What follows belongs to an exercise in optimizing a design on an open flow for small area and a short achievable clock period; a production flow would make more cautious choices. Where RTL was checked, it was by simulation tests only, not by an equivalence proof against the original.

==> flow/design.v (excerpt) <==
module PID_CONTROLLER(clk,rst,clk_adc,clk_dac,pwm_high,pwm_low,adc_data,dac_data,Q_load,Q_L_R_tran);
For scale: roughly 1100 cells after synthesis, ~85 flip-flops, about 30 I/O pins, ~8900 sq um of cells after synthesis.
export LEC_CHECK = 0
export CAP_MARGIN = 20
export CORE_MARGIN = 2
export CORE_UTILIZATION = 40
export SLEW_MARGIN = 20
create_clock -name core_clock -period 10.0 [get_ports {clk}]
run.sh (not shown) runs the stock make flow with config.mk's settings and CLKGATE_MAP_FILE= SYNTH_SCRIPT=/design/flow/synth_recipe.tcl, a recipe that flattens the netlist after the stock synthesis.
Edit:
--- a/flow/config.mk
+++ b/flow/config.mk
@@ -10,2 +10,3 @@
 export CORE_UTILIZATION = 40
+export SETUP_SLACK_MARGIN = 5
 export SLEW_MARGIN = 20
Die area is unchanged.
Count of clock-buffer cells in the layout fell by 1.
Cell area is higher by a few percent.
Hold slack hardly moves.
No run of this note included a check of the RTL's function; only the layout flow was run.

* * *

== alpha ==
Another version of the RTL of PID_CONTROLLER (not shown whole).
For scale: about 100 flip-flops, ~6400 um^2 of cells after synthesis.
Design PID_CONTROLLER, start of the top module:
module PID_CONTROLLER(clk,rst,clk_adc,clk_dac,pwm_high,pwm_low,adc_data,dac_data,Q_load,Q_L_R_tran);
==> flow/config.mk <==
export PLATFORM = sky130hd
export DESIGN_NAME = PID_CONTROLLER
export DESIGN_NICKNAME = PID_CONTROLLER
export VERILOG_FILES = /design/flow/design.v
export SDC_FILE = /design/flow/constraint.sdc
export NUM_CORES = 4
export LEC_CHECK = 0
export CAP_MARGIN = 20
export CORE_MARGIN = 2
export CORE_UTILIZATION = 40
export CTS_BUF_LIST = sky130_fd_sc_hd__clkbuf_8
export SETUP_SLACK_MARGIN = 5
export SLEW_MARGIN = 20
==> flow/constraint.sdc <==
create_clock -name core_clock -period 10.0 [get_ports {clk}]
set_input_delay 2.0000 -clock core_clock [delete_from_list [all_inputs] [get_ports {clk}]]
set_output_delay 2.0000 -clock core_clock [all_outputs]
set_load 0.01 [all_outputs]
alpha ended with every stage complete and zero timing, DRC or antenna violations.
Relative to alpha, the following input files were edited for beta:
==> flow/flow/run.sh (new file) <==
#!/bin/bash
set -euo pipefail
export SETUP_SLACK_MARGIN=5.5
bash standard.sh > standard.log 2>&1
==> flow/standard.sh (new file) <==
#!/bin/bash
# synth_recipe.tcl (not shown) runs the flow's synth.tcl, then flattens the netlist and writes it again
# the make line also repeats each setting of config.mk as NAME=value (left out here)
make -C /OpenROAD-flow-scripts/flow DESIGN_CONFIG=/design/flow/config.mk WORK_HOME=/design/flow/orfs CLKGATE_MAP_FILE= SYNTH_SCRIPT=/design/flow/synth_recipe.tcl "${@:-finish}"
-- flow/config.mk --
<<< alpha, line 10
export CORE_UTILIZATION = 40
export CTS_BUF_LIST = sky130_fd_sc_hd__clkbuf_8
export SETUP_SLACK_MARGIN = 5
export SLEW_MARGIN = 20
>>> beta, line 10
export CORE_UTILIZATION = 40
export CTS_BUF_LIST = sky130_fd_sc_hd__clkbuf_8
export SLEW_MARGIN = 20
removed: flow/run.sh
==> comparison <==
beta finished every step from synthesis to the final layout, and the layout passed the timing, DRC and antenna checks.
Sort alpha and beta by routed length per instance, descending, and beta comes first.
The detailed-route wire length number comes out lower for alpha vs beta.
Between alpha and beta, the area after synthesis does not differ in any meaningful way.
alpha → beta: global-route usage was more or less identical; sequential share of layout area now smaller; non-clock buffer count increased about 36%.
No run of this note included a check of the RTL's function; only the layout flow was run.

* * *

Another version of the RTL of PID_CONTROLLER (not shown whole).
Size in the first run: about 660 cells after synthesis, ~100 flip-flops, roughly 0.0062 sq mm of cells after synthesis.
==> flow/config.mk <==
export PLATFORM = sky130hd
export DESIGN_NAME = PID_CONTROLLER
export DESIGN_NICKNAME = PID_CONTROLLER
export VERILOG_FILES = /design/flow/design.v
export SDC_FILE = /design/flow/constraint.sdc
export NUM_CORES = 4
export LEC_CHECK = 0
export CAP_MARGIN = 20
export CORE_MARGIN = 2
export CORE_UTILIZATION = 40
export CTS_BUF_LIST = sky130_fd_sc_hd__clkbuf_8
export SLEW_MARGIN = 20
==> flow/constraint.sdc <==
create_clock -name core_clock -period 10.0 [get_ports {clk}]
set_input_delay 2.0000 -clock core_clock [delete_from_list [all_inputs] [get_ports {clk}]]
set_output_delay 2.0000 -clock core_clock [all_outputs]
set_load 0.01 [all_outputs]
standard.sh (not shown) runs the stock make flow with config.mk's settings and CLKGATE_MAP_FILE= SYNTH_SCRIPT=/design/flow/synth_recipe.tcl, a recipe that flattens the netlist after the stock synthesis.
==> flow/flow/run.sh <==
#!/bin/bash
set -euo pipefail
export SETUP_SLACK_MARGIN=5.25
bash standard.sh > standard.log 2>&1
Then changed:
==> flow/flow/run.sh (replaced) <==
#!/bin/bash
set -euo pipefail
export SETUP_SLACK_MARGIN=5.4
bash standard.sh > standard.log 2>&1
- hold slack is worse by 5.6 ps
- fmax came out higher by 2.0%
- wire length came out higher by 3.7%

* * *

Another version of the RTL of PID_CONTROLLER (not shown whole).
Size: ~690 cells after synthesis, ~30 I/O pins, roughly 0.0065 mm2 of cells after synthesis.
==> flow/design.v (excerpt) <==
module PID_CONTROLLER(clk,rst,clk_adc,clk_dac,pwm_high,pwm_low,adc_data,dac_data,Q_load,Q_L_R_tran);
export LEC_CHECK = 0
export CAP_MARGIN = 20
export CORE_MARGIN = 2
export CORE_UTILIZATION = 40
export CTS_BUF_LIST = sky130_fd_sc_hd__clkbuf_8
export SLEW_MARGIN = 20
create_clock -name core_clock -period 10.0 [get_ports {clk}]
==> flow/flow/run.sh <==
#!/bin/bash
set -euo pipefail
export SETUP_SLACK_MARGIN=5.65
bash standard.sh > standard.log 2>&1
Next try:
==> flow/run.sh (new file) <==
#!/bin/bash
# synth_recipe.tcl (not shown) runs the flow's synth.tcl, then flattens the netlist and writes it again
# the make line also repeats each setting of config.mk as NAME=value (left out here)
make -C /OpenROAD-flow-scripts/flow DESIGN_CONFIG=/design/flow/config.mk WORK_HOME=/design/flow/orfs CLKGATE_MAP_FILE= SYNTH_SCRIPT=/design/flow/synth_recipe.tcl finish
- CTS_BUF_LIST: sky130_fd_sc_hd__clkbuf_8 -> sky130_fd_sc_hd__clkbuf_4 sky130_fd_sc_hd__clkbuf_8
- SETUP_SLACK_MARGIN: unset -> 5
removed: flow/flow/run.sh
removed: flow/standard.sh
Effect: Cell count falls by about 1.5%; first-iteration DRC count rises by 7.5%; setup slack is worse by 360 ps; routed wire length falls by about 5%; register-to-register slack is worse by 330 ps.
Next try:
==> flow/flow/run.sh (new file) <==
#!/bin/bash
set -euo pipefail
export SETUP_SLACK_MARGIN=5.5
bash standard.sh > standard.log 2>&1
==> flow/standard.sh (new file) <==
#!/bin/bash
# synth_recipe.tcl (not shown) runs the flow's synth.tcl, then flattens the netlist and writes it again
# the make line also repeats each setting of config.mk as NAME=value (left out here)
make -C /OpenROAD-flow-scripts/flow DESIGN_CONFIG=/design/flow/config.mk WORK_HOME=/design/flow/orfs CLKGATE_MAP_FILE= SYNTH_SCRIPT=/design/flow/synth_recipe.tcl "${@:-finish}"
- CTS_BUF_LIST: sky130_fd_sc_hd__clkbuf_4 sky130_fd_sc_hd__clkbuf_8 -> unset
- SETUP_SLACK_MARGIN: 5 -> unset
removed: flow/run.sh
Outcome: Register-to-register slack improves by 310 ps. Final area climbs by 4.7%.

* * *

before:
PID_CONTROLLER with an RTL version that a note above also has.
Size: about 660 cells after synthesis, about 30 I/O pins, about 6200 sq um of cells after synthesis.
## PID_CONTROLLER
module PID_CONTROLLER(clk,rst,clk_adc,clk_dac,pwm_high,pwm_low,adc_data,dac_data,Q_load,Q_L_R_tran);
make LEC_CHECK=0 CAP_MARGIN=20 CORE_MARGIN=2 CORE_UTILIZATION=40 CTS_BUF_LIST=sky130_fd_sc_hd__clkbuf_8 SETUP_SLACK_MARGIN=5 SLEW_MARGIN=20 finish   # period 10.0 ns
run.sh (not shown) runs the stock make flow with config.mk's settings and CLKGATE_MAP_FILE= SYNTH_SCRIPT=/design/flow/synth_recipe.tcl, a recipe that flattens the netlist after the stock synthesis.
Stock flow here: none of the scripts above is used.
before did not stop at any stage, and its layout met the timing, DRC and antenna checks.
## Diff of input files: after against before
- SETUP_SLACK_MARGIN no longer set, was 5
==> flow/flow/run.sh (new file) <==
#!/bin/bash
set -euo pipefail
export SETUP_SLACK_MARGIN=5.5
bash standard.sh > standard.log 2>&1
==> flow/standard.sh (new file) <==
#!/bin/bash
# synth_recipe.tcl (not shown) runs the flow's synth.tcl, then flattens the netlist and writes it again
# the make line also repeats each setting of config.mk as NAME=value (left out here)
make -C /OpenROAD-flow-scripts/flow DESIGN_CONFIG=/design/flow/config.mk WORK_HOME=/design/flow/orfs CLKGATE_MAP_FILE= SYNTH_SCRIPT=/design/flow/synth_recipe.tcl "${@:-finish}"
removed: flow/run.sh
Notes after the runs:
Taking before as the reference, in after fraction of standard cell area that is sequential dropped 2.0 points, non-filler instance count after layout rose by 13.
Share of the cycle needed by the critical path after routing is lower on after
Cmp after vs before: fraction of area in multi-input gates higher in after
Diff after..before | number of multi-input logic gates | negligible

* * *

== job 2693 ==
RTL: one of the versions met above, not the one the previous note started from.
Size: ~690 cells after synthesis, ~110 flip-flops, roughly 30 I/O pins, roughly 6500 µm² of cells after synthesis.
make LEC_CHECK=0 CAP_MARGIN=20 CORE_MARGIN=2 CORE_UTILIZATION=60 SETUP_SLACK_MARGIN=5 SLEW_MARGIN=20 finish   # period 10.0 ns
Stock flow here: none of the scripts above is used.
Looking at the reports, job 2693 completed the entire flow and the layout it produced met the timing, DRC and antenna checks.
--- input diff job 2693..job 3760 ---
Settings: CTS_BUF_LIST newly set to sky130_fd_sc_hd__clkbuf_8; CORE_UTILIZATION changed from 60 to 40; SETUP_SLACK_MARGIN removed (was 5).
==> flow/flow/run.sh (new file) <==
#!/bin/bash
set -euo pipefail
export SETUP_SLACK_MARGIN=5.4
bash standard.sh > standard.log 2>&1
==> flow/standard.sh (new file) <==
#!/bin/bash
# synth_recipe.tcl (not shown) runs the flow's synth.tcl, then flattens the netlist and writes it again
# the make line also repeats each setting of config.mk as NAME=value (left out here)
make -C /OpenROAD-flow-scripts/flow DESIGN_CONFIG=/design/flow/config.mk WORK_HOME=/design/flow/orfs CLKGATE_MAP_FILE= SYNTH_SCRIPT=/design/flow/synth_recipe.tcl "${@:-finish}"
removed: flow/run.sh
Results
Biggest cell delay along the critical path down 0.04 ns in job 3760 wrt job 2693. Job 3760 does worse than job 2693 on routed wire length. Maximum frequency on job 3760 is ahead of job 2693.
The inputs of job 3692 differ from those of job 3760 as listed below.
Settings: swapping 40 for 60 in CORE_UTILIZATION.
==> flow/flow/run.sh <==
#!/bin/bash
set -euo pipefail
export SETUP_SLACK_MARGIN=5.5
bash standard.sh > standard.log 2>&1
Results
- Job 3692: done, clean on timing, DRC and antenna
- Compared job 3692 against job 3760; clock period minus final worst setup slack within noise.
- Compared with job 3760, job 3692 shows global routing usage summed across all routing layers higher by 9.1 points.
- Fmax of job 3760 is on par with job 3692.
- Diff job 3692 and job 3760: met1 usage lower in job 3760
- Summed area of non-filler cells in the final layout in job 3692 vs job 3760: up about 0.66%
- Final RePlAce weighted congestion, job 3692 vs job 3760: up by a little under 10%
- Total number of nets in the final design, job 3692 and job 3760: larger value in job 3692
- | synthesized cell count | job 3760 vs job 3692 | ≈ equal |
- Total detailed-routing wirelength up about 3.3% in job 3692 wrt job 3760
- Looking at register share of the cell area, job 3692 sits below job 3760.
Input-level comparison between job 7350 and job 3692:
Settings: GPL_TIMING_DRIVEN newly set to 0; CORE_UTILIZATION changed from 60 to 40.
## What came out
- Taking job 3692 as the reference, in job 7350 post-detailed-placement cell area increased 290 µm², final area increased 4.0%, met3 layer wire length in the routed design decreased about 2%.
- In job 7350 the final critical-path setup slack turned out 0.047 ns lower than in job 3692.
- Job 7350 has completed all stages; timing, DRC and antenna checks passed.

-- re-timing with driven ports --
Ports are ideal in the flow. The routed layouts listed here were re-timed in OpenROAD. Step 1 assumes that a clkbuf_16 drives the clock port and a buf_2 every other input. Step 2 adds t to the input delays and takes it off the output delays; t is the mean of the earliest and latest rising clock arrival at the registers after step 1. Input paths then give back, and output paths get back, about the clock's delay inside the block. Slacks: ideal ports / drivers / drivers and shift; pairs: ideal ports / drivers.
| run | t, ns | setup slack, ns | worst slew at a driven data input, ns |
|---|---|---|---|
| the first run of note 1 | 0.397 | 4.167 / 4.167 / 4.167 | 0.03 |
| the second run of note 1 | 0.395 | 4.828 / 4.828 / 4.828 | 0.03 |
| alpha | 0.419 | 5.085 / 5.065 / 4.728 | 0.05 |
| beta | 0.419 | 5.393 / 5.388 / 4.969 | 0.05 |
| the first run of note 3 | 0.413 | 5.342 / 5.348 / 4.934 | 0.03 |
| the second run of note 3 | 0.413 | 5.435 / 5.422 / 5.009 | 0.06 |
| the first run of note 4 | 0.427 | 5.474 / 5.470 / 5.042 | 0.06 |
| the second run of note 4 | 0.422 | 5.111 / 5.114 / 4.692 | 0.04 |
| the third run of note 4 | 0.393 | 5.454 / 5.433 / 5.040 | 0.06 |
| before | 0.420 | 5.131 / 5.142 / 4.722 | 0.03 |
| after | 0.424 | 5.488 / 5.468 / 5.044 | 0.05 |
| job 2693 | 0.430 | 5.105 / 5.116 / 4.685 | 0.03 |
| job 3760 | 0.427 | 5.481 / 5.453 / 5.057 | 0.04 |
| job 3692 | 0.426 | 5.478 / 5.476 / 5.050 | 0.04 |
| job 7350 | 0.424 | 5.432 / 5.430 / 5.005 | 0.06 |
After both steps setup and hold are still met in every run listed. For after, which loses most, drivers alone change the setup slack by -0.020 ns; drivers and shift together by -0.444 ns.
